This design comes from an exercise in tuning for small area, a short achievable clock period and few clock cycles per item on the open sky130 flow, not from production work.
No run shown here included a check of the RTL's function; only the layout flow was run.

## flow/design.v (module list and top-level ports; edited modules follow where they fit)
// module SNN: 216 lines
// module csa_conv_1: 347 lines
// module csa_conv_2: 413 lines
// module csa_conv_3: 415 lines
// module csa_conv_4: 417 lines
// module csa_conv_5: 225 lines
// module csa_div255: 56 lines
// module csa_div9: 108 lines
// module csa_mac: 168 lines
// module snn_fa: 4 lines
// module snn_ha: 4 lines
module SNN(
	input            clk,
	input            rst_n,
	input            in_valid,
	input [7:0]      img,
	input [7:0]      ker,
	input [7:0]      weight,
	output reg       out_valid,
	output reg [9:0] out_data
);
  // ...
==> flow/flow/run.sh <==
#!/bin/bash
# Standard ORFS layout (the standard.sh, unchanged synthesis and
# clock tree), with repair_timing aiming for 11.7 ns of setup margin at
# the design's 16 ns clock, and the port buffers given buf_2 cells.
set -euo pipefail
bash standard.sh SETUP_SLACK_MARGIN=11.7 "BUFFER_PORTS_ARGS=-buffer_cell sky130_fd_sc_hd__buf_2" finish > standard_flow.log 2>&1
==> flow/standard.sh <==
#!/bin/bash
# synth_recipe.tcl (not shown) runs the flow's synth.tcl, then flattens the netlist and writes it again
# the make line also repeats each setting of config.mk as NAME=value (left out here)
make -C /OpenROAD-flow-scripts/flow DESIGN_CONFIG=/design/flow/config.mk WORK_HOME=/design/flow/orfs CLKGATE_MAP_FILE= SYNTH_SCRIPT=/design/flow/synth_recipe.tcl "${@:-finish}"
==> flow/config.mk <==
export PLATFORM = sky130hd
export DESIGN_NAME = SNN
export DESIGN_NICKNAME = SNN
export VERILOG_FILES = /design/flow/design.v
export SDC_FILE = /design/flow/constraint.sdc
export NUM_CORES = 4
export LEC_CHECK = 0
export ABC_CLOCK_PERIOD_IN_PS = 4000
export CAP_MARGIN = 20
export CORE_MARGIN = 2
export CORE_UTILIZATION = 40
export CTS_CLUSTER_DIAMETER = 80
export CTS_CLUSTER_SIZE = 25
export SLEW_MARGIN = 20
export SYNTH_HIERARCHICAL = 1
export SYNTH_MINIMUM_KEEP_SIZE = 0
==> flow/constraint.sdc <==
create_clock -name core_clock -period 16.0 [get_ports {clk}]
set_input_delay 3.2000 -clock core_clock [delete_from_list [all_inputs] [get_ports {clk}]]
set_output_delay 3.2000 -clock core_clock [all_outputs]
set_load 0.01 [all_outputs]
==> summary.txt, run 1 <==
Cells and area
  – Layout cells sized above 1: 9.18%
  – ANT cells: 0
  – Final sequential cell count: 601
  – Register Area: 14300 µm²
  – Clk cell area share: 2.93%
  – Leading cell kind: multi-input combinational cells
  – Commonest non-fill, non-tap cell in the layout: fa_1

Clock tree
  – Max Buffers Root-to-Sink: 3
  – Hold Buf Count CTS: 0
  – Reg clk slew, reported paths: 0.10 ns

Routing
  – Via count: 22600
  – Final ANT Viol Nets: 0
  – DRT met1 WL: 35800 µm
  – Wirelength per Cell: 17.9 µm

Setup path
  – R2R depth: 13
  – R2r setup slk: 11.88 ns
  – Crit path depth: 1
  – CP startpoint kind: register
  – Setup crit end: out_data[2]
  – Cells along the critical path: buf_2
  – CP startpoint: out_data[2]
  – Crit path max-delay family: flip-flops
  – Worst path max stage delay: 0.38 ns

Logic synthesis
  – Post-synth EDFFs: 210
  – Cells after Synth: 3498
  – Main combinational cell family by area after synthesis: adder cells
  – Warnings, synthesis: 13
  – Post-synthesis sequential area ratio: 33.0%

Timing
  – Final min period: 4.32 ns
  – RSZ-0062 raised after global routing: yes
  – Setup TNS: 0 ns
  – Worst Slack Setup Final: 11.68 ns
  – Max Freq: 231 MHz
  – Clk_skew: 0.0327 ns

Status
  – Outcome: timing/DRC/antenna clean

Floorplan
  – Die height: 333 µm
  – Die ar.: 111000 µm²
  – Core box area: 107000 µm²

Global route
  – GR Util met2: 25.9%

Placement
  – Port Buffer Count: 37
==> inputs of run 2 (changes only) <==
--- a/flow/config.mk
+++ b/flow/config.mk
@@ -10,6 +10,6 @@
 export CORE_MARGIN = 2
 export CORE_UTILIZATION = 40
-export CTS_CLUSTER_DIAMETER = 80
-export CTS_CLUSTER_SIZE = 25
+export CTS_CLUSTER_DIAMETER = 60
+export CTS_CLUSTER_SIZE = 30
 export SLEW_MARGIN = 20
 export SYNTH_HIERARCHICAL = 1
==> summary.txt, run 2 <==
Placement
  – DPL Wire Length: 64900 µm
  – Placed cells: 4510
  – Area after DPL: 41300 µm²
  – GP Congestion: 0.829
  – Port Buffer Count: 37 (unchanged)

Setup path
  – Critical Path AT: 1.16 ns
  – Slowest-stage cell, CP: dfrtp_1
  – Worst path max stage delay: 0.39 ns (about the same)
  – Crit Path Max Fanout: 1
  – CP Buf/Inv Count: 1
  – Cells along the critical path: buf_2
  – Setup CP Type: register to primary output
  – CP required: 12.80 ns
  – CP startpoint kind: register
  – Crit path max-delay family: flip-flops
  – Crit end category: primary output

Cells and area
  – Commonest cells after routing, fill and taps aside: fa_1 (707), nand2_1 (629), dfxtp_1 (347)
  – ANT cells: 0 (unchanged)
  – Commonest non-fill, non-tap cell in the layout: fa_1
  – Most flops, register: win
  – Cell area after layout: 43500 µm²
  – Final std cells w/o fill: 4628
  – Layout area overhead: 0.486%
  – Max reg flops: 88
  – Nets: 4109
  – Largest regs: win: 88 flops, kr: 72 flops, pm: 40 flops
  – Layout cells sized above 1: 9.40% (+0.21 points)

Timing
  – Slew Limit Fails: 0
  – Max Freq: 229 MHz (-0.94%)
  – RSZ-0062 raised after global routing: yes
  – Final Cycle Share: 27.3%
  – Setup TNS: 0 ns (unchanged)
  – Final Setup Violations: 0
  – Worst-margin pin slew: 0.960 ns
  – Hold Vio Cnt, Final: 0
  – Final hold slack: 0.315 ns
  – Final min period: 4.36 ns (+0.0408 ns)
  – Rel. slew slack: 35.6%
  – Clk_skew: 0.0436 ns (+0.0109 ns)

Floorplan
  – I/O pin cnt: 38
  – Core box area: 107000 µm² (unchanged)
  – Die X: 333 µm
  – Row cnt: 120
  – Initial Util: 40.4%
  – Die ar.: 111000 µm² (unchanged)
  – Die height: 333 µm (unchanged)

Logic synthesis
  – Post-synth EDFFs: 210 (unchanged)
  – Asr flop ratio synth: 4.33%
  – Top cells by count, synth: fa_1 (707), nand2_1 (629), buf_4 (379), dfxtp_1 (365), edfxtp_1 (210)
  – Cell Area, Synth: 43300 µm²
  – Top-area cell type share of the netlist area: 32.7%
  – Cell taking the most area after synthesis: fa_1
  – Post-synthesis sequential area ratio: 33.0% (unchanged)
  – Syn avg cell area: 12.4 µm²
  – Number of synthesized register bits: 601
  – Warnings, synthesis: 13 (unchanged)
  – Top cells by area, synth: fa_1 (33%), dfxtp_1 (17%), edfxtp_1 (15%)
  – Cells after Synth: 3498 (unchanged)
  – Leading register cell type out of synthesis: dfxtp_1
  – Synth cell types: 76
  – Most common cell in the netlist: fa_1

Global route
  – Initial antenna violation count: 1
  – Met1 layer usage reported by global route: 20.4%
  – Vias in the first global route: 24300
  – Largest net degree at the start of global routing: 37
  – Overflow left after global routing: 0
  – M3 GR Usage: 2.45%
  – First-pass GRT wire length: 133000 µm
  – Gr busiest metal: met2
  – GR Util met2: 25.8% (-0.16 points)
  – Gr usage total: 15.2%

Clock tree
  – CTS H-tree lvls: 2
  – Reg clk slew, reported paths: 0.10 ns (about the same)
  – Clk latency of the worst-skew pair: 0.65 ns
  – Hold Buf Count CTS: 0 (unchanged)
  – Max Buffers Root-to-Sink: 3 (unchanged)
  – Sink Count: 601
  – CTS tree: built
  – Total CTS buffers: 46
  – Root Buffer: clkbuf_16

Status
  – Outcome: timing/DRC/antenna clean

Routing
  – Pre-antenna DRT Iters: 5
  – Final ANT Viol Nets: 0 (unchanged)
  – First DRT Iteration DRCs: 1429
  – Residual DRC count: 0
  – Avg Vias per Cell: 4.90
  – Final wirelength: 82400 µm
  – Via count: 22700 (+0.24%)
  – Wirelength per Cell: 17.8 µm (-0.32%)

Min path
  – Hold Crit Class: register to register

Run
  – MaxCap Viol Count: 0
## run 2: cell count changes in the layout (fill, tap and decap cells not counted), sizes merged
cell	delta
buf	-19
clkbuf	-1
clkinv	+8
clkinvlp	+3
inv	+10
## run 2: cells by family (layout without fill, tap and decap cells)
family                     Yosys count  after routing  synth area share, %
muxes                               75             75                 2.12
buffers and inverters              655            306                 11.1
and+or+nand+nor                    888            888                 8.87
xor gates and xnor gates           109            109                 2.21
adders and majority gates          895            895                 38.1
AOI/OAI and AO/OA                  265            265                 4.53
DFF                                601            601                 33.0
other                               10             86               0.0868
## run 2: layout make-up
class                           count  area, µm²
Timing Repair Buffer               84        582
Multi-Input combinational cell   2318      24500
Inverter                          136        510
Fill cell                       10100      63700
Clock buffer                       47       1150
Tap cell                         1403       1760
Sequential cell                   601      14300
Clock inverter                     39        657
## run 2: worst register-to-register path, cell delays in order, from the launching register on
cell and delay (ns):
edfxtp_1 0.62, a22oi_2 0.26, xnor2_1 0.16, fa_1 0.47
fa_1 0.53, fa_1 0.49, ha_1 0.37, and2_1 0.19
a31o_2 0.21, a31oi_1 0.19, a21oi_1 0.15, a21o_1 0.20
a21oi_1 0.18, xnor2_1 0.13
## run 2: worst paths after layout
check / start / slack [ns] / cells after the start / end
hold / removal: e_im / 0.32 / 0 / f_im
hold reg to reg: e_im / 0.32 / 0 / f_im
setup reg to reg: pq[5] / 11.79 / 13 / mres[13]
max in group asynchronous: rst_n / 12.96 / 1 / row[2]
min in group asynchronous: rst_n / 2.58 / 1 / out_data[8]
setup / recovery: out_data[2] / 11.64 / 1 / out_data[2]
## run 2: modules after synthesis (local to each module, per instance)
module / flip-flops and latches / area (µm²) / times used
SNN: 601 / 22200 / 1
csa_conv_1: 0 / 1100 / 1
csa_conv_2: 0 / 1120 / 1
csa_conv_3: 0 / 1020 / 1
csa_conv_4: 0 / 1130 / 1
csa_conv_5: 0 / 727 / 1
csa_div255: 0 / 548 / 1
csa_div9: 0 / 383 / 1
csa_mac: 0 / 1170 / 1
snn_fa: 0 / 20.0 / 670
snn_ha: 0 / 12.5 / 38
## run 2: timing repair
| item | 4_1_cts | 5_1_grt |
|---|---|---|
| buffers inserted | 4 | 28 |
| gates resized for setup | 2 | 21 |
| endpoints found under the setup margin | 19 | 55 |
## run 2: per-stage QoR
step,worst slack [ns],utilization (%)
floorplan,11.72,-
global placement,11.55,38.6
detailed placement,11.48,38.6
CTS,11.60,40.3
global route,11.59,40.6
finish,11.64,40.6
## run 2: metal layers
metal  routed length [µm]  vias up  share of wire [%]
met5                    0        -                  0
met4                 1860        0                2.3
met3                 4150      106                5.0
met2                40800      502                 50
met1                35500    11800                 43
li1                     -    10300                  -
==> inputs of run 3 (changes only) <==
--- a/flow/config.mk
+++ b/flow/config.mk
@@ -10,6 +10,6 @@
 export CORE_MARGIN = 2
 export CORE_UTILIZATION = 40
-export CTS_CLUSTER_DIAMETER = 60
-export CTS_CLUSTER_SIZE = 30
+export CTS_CLUSTER_DIAMETER = 70
+export CTS_CLUSTER_SIZE = 20
 export SLEW_MARGIN = 20
 export SYNTH_HIERARCHICAL = 1
==> summary.txt, run 3 <==
Status
  – Outcome: timing/DRC/antenna clean

Timing
  – Slew Limit Fails: 0 (unchanged)
  – Final hold slack: 0.295 ns (-0.0201 ns)
  – Worst-margin pin slew: 0.967 ns (+0.00665 ns)
  – Clk_skew: 0.0410 ns (-0.00264 ns)
  – Final min period: 4.34 ns (-0.0244 ns)
  – Worst Slack Setup Final: 11.66 ns (+0.0244 ns)
  – RSZ-0062 raised after global routing: yes
  – Final Cycle Share: 27.1% (-0.15 points)
  – Hold Vio Cnt, Final: 0 (unchanged)
  – Setup TNS: 0 ns (unchanged)
  – Final Setup Violations: 0 (unchanged)
  – Rel. slew slack: 35.2% (-0.45 points)
  – Max Freq: 231 MHz (+0.56%)

Placement
  – Area after DPL: 41300 µm² (unchanged)
  – GP Congestion: 0.829 (unchanged)
  – Port Buffer Count: 37 (unchanged)
  – Pre-CTS setup slack: 11.48 ns (unchanged)
  – DPL Wire Length: 64900 µm (unchanged)

Setup path
  – Worst path max stage delay: 0.38 ns (about the same)
  – FF-to-FF Start: mt[2]
  – CP startpoint kind: register
  – CP required: 12.80 ns (about the same)
  – Crit Path Max Fanout: 1 (unchanged)
  – Crit path max-delay family: flip-flops
  – Cells along the critical path: buf_2
  – R2R depth: 13 (unchanged)
  – CP Buf/Inv Count: 1 (unchanged)
  – Critical Path AT: 1.14 ns (-0.02 ns)
  – Slowest-stage cell, CP: dfrtp_1
  – R2r setup slk: 11.91 ns (+0.12 ns)
  – Worst R2R End: mres[13]
  – Crit end category: primary output
  – Setup CP Type: register to primary output

Routing
  – Residual DRC count: 0 (unchanged)
  – Pre-antenna DRT Iters: 7 (+2)
  – Wirelength per Cell: 17.8 µm (about the same)
  – Final ANT Viol Nets: 0 (unchanged)
  – First DRT Iteration DRCs: 1351 (-5.5%)
  – Avg Vias per Cell: 4.88 (-0.31%)
  – Final wirelength: 82600 µm (+0.21%)
  – Via count: 22700 (-0.11%)

Logic synthesis
  – Number of synthesized register bits: 601 (unchanged)
  – Asr flop ratio synth: 4.33% (unchanged)
  – Leading register cell type out of synthesis: dfxtp_1
  – Top-area cell type share of the netlist area: 32.7% (unchanged)
  – Top cells by area, synth: fa_1 (33%), dfxtp_1 (17%), edfxtp_1 (15%)
  – Top cells by count, synth: fa_1 (707), nand2_1 (629), buf_4 (379), dfxtp_1 (365), edfxtp_1 (210)
  – Warnings, synthesis: 13 (unchanged)
  – Cell taking the most area after synthesis: fa_1
  – Cell Area, Synth: 43300 µm² (unchanged)
  – Post-synthesis sequential area ratio: 33.0% (unchanged)
  – Cells after Synth: 3498 (unchanged)
  – Syn avg cell area: 12.4 µm² (unchanged)
  – Most common cell in the netlist: fa_1
  – Synth cell types: 76 (unchanged)
  – Post-synth EDFFs: 210 (unchanged)

Cells and area
  – ANT cells: 0 (unchanged)
  – Cell area after layout: 43200 µm² (-0.69%)
  – Commonest non-fill, non-tap cell in the layout: fa_1
  – Max reg flops: 88 (unchanged)
  – Filler cells: 10200 (+0.66%)
  – Nets: 4122 (+0.32%)
  – Most flops, register: win
  – Commonest cells after routing, fill and taps aside: fa_1 (707), nand2_1 (629), dfxtp_1 (347)
  – Largest regs: win: 88 flops, kr: 72 flops, pm: 40 flops
  – Layout area overhead: -0.208%
  – Layout cells sized above 1: 9.25% (-0.15 points)

Floorplan
  – Row cnt: 120 (unchanged)
  – Initial Util: 40.4% (unchanged)
  – I/O pin cnt: 38 (unchanged)
  – Die ar.: 111000 µm² (unchanged)
  – Core box area: 107000 µm² (unchanged)
  – Die X: 333 µm (unchanged)
  – Die height: 333 µm (unchanged)

Global route
  – Largest net degree at the start of global routing: 37 (unchanged)
  – First-pass GRT wire length: 133000 µm (about the same)
  – Vias in the first global route: 24200 (-0.029%)
  – Overflow left after global routing: 0 (unchanged)
  – Gr usage total: 15.2% (about the same)
  – Initial antenna violation count: 1 (unchanged)

Clock tree
  – CTS tree: built
  – Clk latency of the worst-skew pair: 0.63 ns (-0.02 ns)
  – Max Buffers Root-to-Sink: 3 (unchanged)
  – Root Buffer: clkbuf_16
  – Total CTS buffers: 42 (-8.7%)
  – Hold Buf Count CTS: 0 (unchanged)
  – CTS H-tree lvls: 2 (unchanged)
  – Sink Count: 601 (unchanged)
  – Reg clk slew, reported paths: 0.08 ns (-0.02 ns)

Min path
  – Hold Crit Class: register to register
  – Hold endpoint: win[4][0]
  – Hold Path Stages: 0 (unchanged)
  – HP Start: win[3][0]

Run
  – MaxCap Viol Count: 0 (unchanged)
==> run 3: cell counts after synthesis <==
Identical to the previous run, type by type.
==> run 3: layer usage <==
metal	track usage, %	vias up	share of wire, %
li1	-	10300	-
met1	20.3	11800	43
met2	25.8	457	50
met3	2.41	95	4.6
met4	3.80	0	2.2
met5	0	-	0
==> run 3: cell type report <==
type | instances | area (µm²) | share of cell area, %
Multi-Input combinational cell | 2318 | 24500 | 56.8
Sequential cell | 601 | 14300 | 33.1
Tap cell | 1403 | 1760 | 4.07
Clock buffer | 58 | 1140 | 2.65
Timing Repair Buffer | 101 | 722 | 1.67
Inverter | 136 | 510 | 1.18
Clock inverter | 20 | 225 | 0.522
==> run 3: through the flow <==
stage,cells,util (%)
2_1_floorplan,3574,-
3_3_place_gp,4510,38.6
6_report,4637,40.3
4_1_cts,4592,39.9
3_5_place_dp,4510,38.6
5_1_grt,4637,40.3
==> run 3: worst max path at each step <==
stage	startpoint	endpoint	slack, ns	cells after the start
after floorplan	m_b	mres[13]	11.72	16
after global placement	mn[0]	mres[13]	11.55	12
after detailed placement	mn[0]	mres[13]	11.48	12
after CTS	out_data[2]	out_data[2]	11.61	1
after global routing	out_data[2]	out_data[2]	11.61	1
final	out_data[2]	out_data[2]	11.66	1
==> run 3: kinds of logic after synthesis <==
kind of cell | count (synthesis) | synth area share, %
AOI/OAI and AO/OA | 265 | 4.53
xor gates and xnor gates | 109 | 2.21
adders and majority gates | 895 | 38.1
buffers and inverters | 655 | 11.1
DFF | 601 | 33.0
muxes | 75 | 2.12
other | 10 | 0.0868
and+or+nand+nor | 888 | 8.87
==> run 3: repair_timing <==
| item | CTS | global route |
|---|---|---|
| gates cloned | 0 | 0 |
| hold endpoints to repair | 0 | 0 |
| setup buffers | 4 | 45 |
| resized for setup | 2 | 21 |
| setup endpoints to repair | 18 | 57 |
==> run 3: modules after synthesis, one instance, submodules excluded <==
module / flip-flops and latches / times used / cells / area, µm²
csa_conv_2: 0 / 1 / 197 / 1120
snn_fa: 0 / 670 / 1 / 20.0
csa_div9: 0 / 1 / 58 / 383
csa_mac: 0 / 1 / 135 / 1170
snn_ha: 0 / 38 / 1 / 12.5
SNN: 601 / 1 / 1612 / 22200
csa_conv_5: 0 / 1 / 121 / 727
csa_conv_1: 0 / 1 / 195 / 1100
csa_conv_3: 0 / 1 / 199 / 1020
csa_div255: 0 / 1 / 74 / 548
csa_conv_4: 0 / 1 / 199 / 1130

## separate check: timing with driven ports
No port has a modelled driver above. Below, the same layouts with a new extraction and two added sets of constraints.
Step 1 assumes that a clkbuf_16 drives the clock port and a buf_2 every other input.
Step 2 also shifts input and output timing later by t, the mid clock arrival at the registers, as if the neighbouring blocks saw the same clock.
Three values: ideal ports, drivers, drivers and shift; two values: the first two.
| run | t, ns | setup WS [ns] | hold WS [ns] |
|---|---|---|---|
| run 1 | 0.673 | 11.680 / 11.611 / 11.875 | 0.330 / 0.330 / 0.330 |
| run 2 | 0.687 | 11.639 / 11.570 / 11.789 | 0.315 / 0.315 / 0.315 |
| run 3 | 0.671 | 11.664 / 11.595 / 11.913 | 0.295 / 0.295 / 0.295 |
After both steps setup and hold are still met in every run listed.
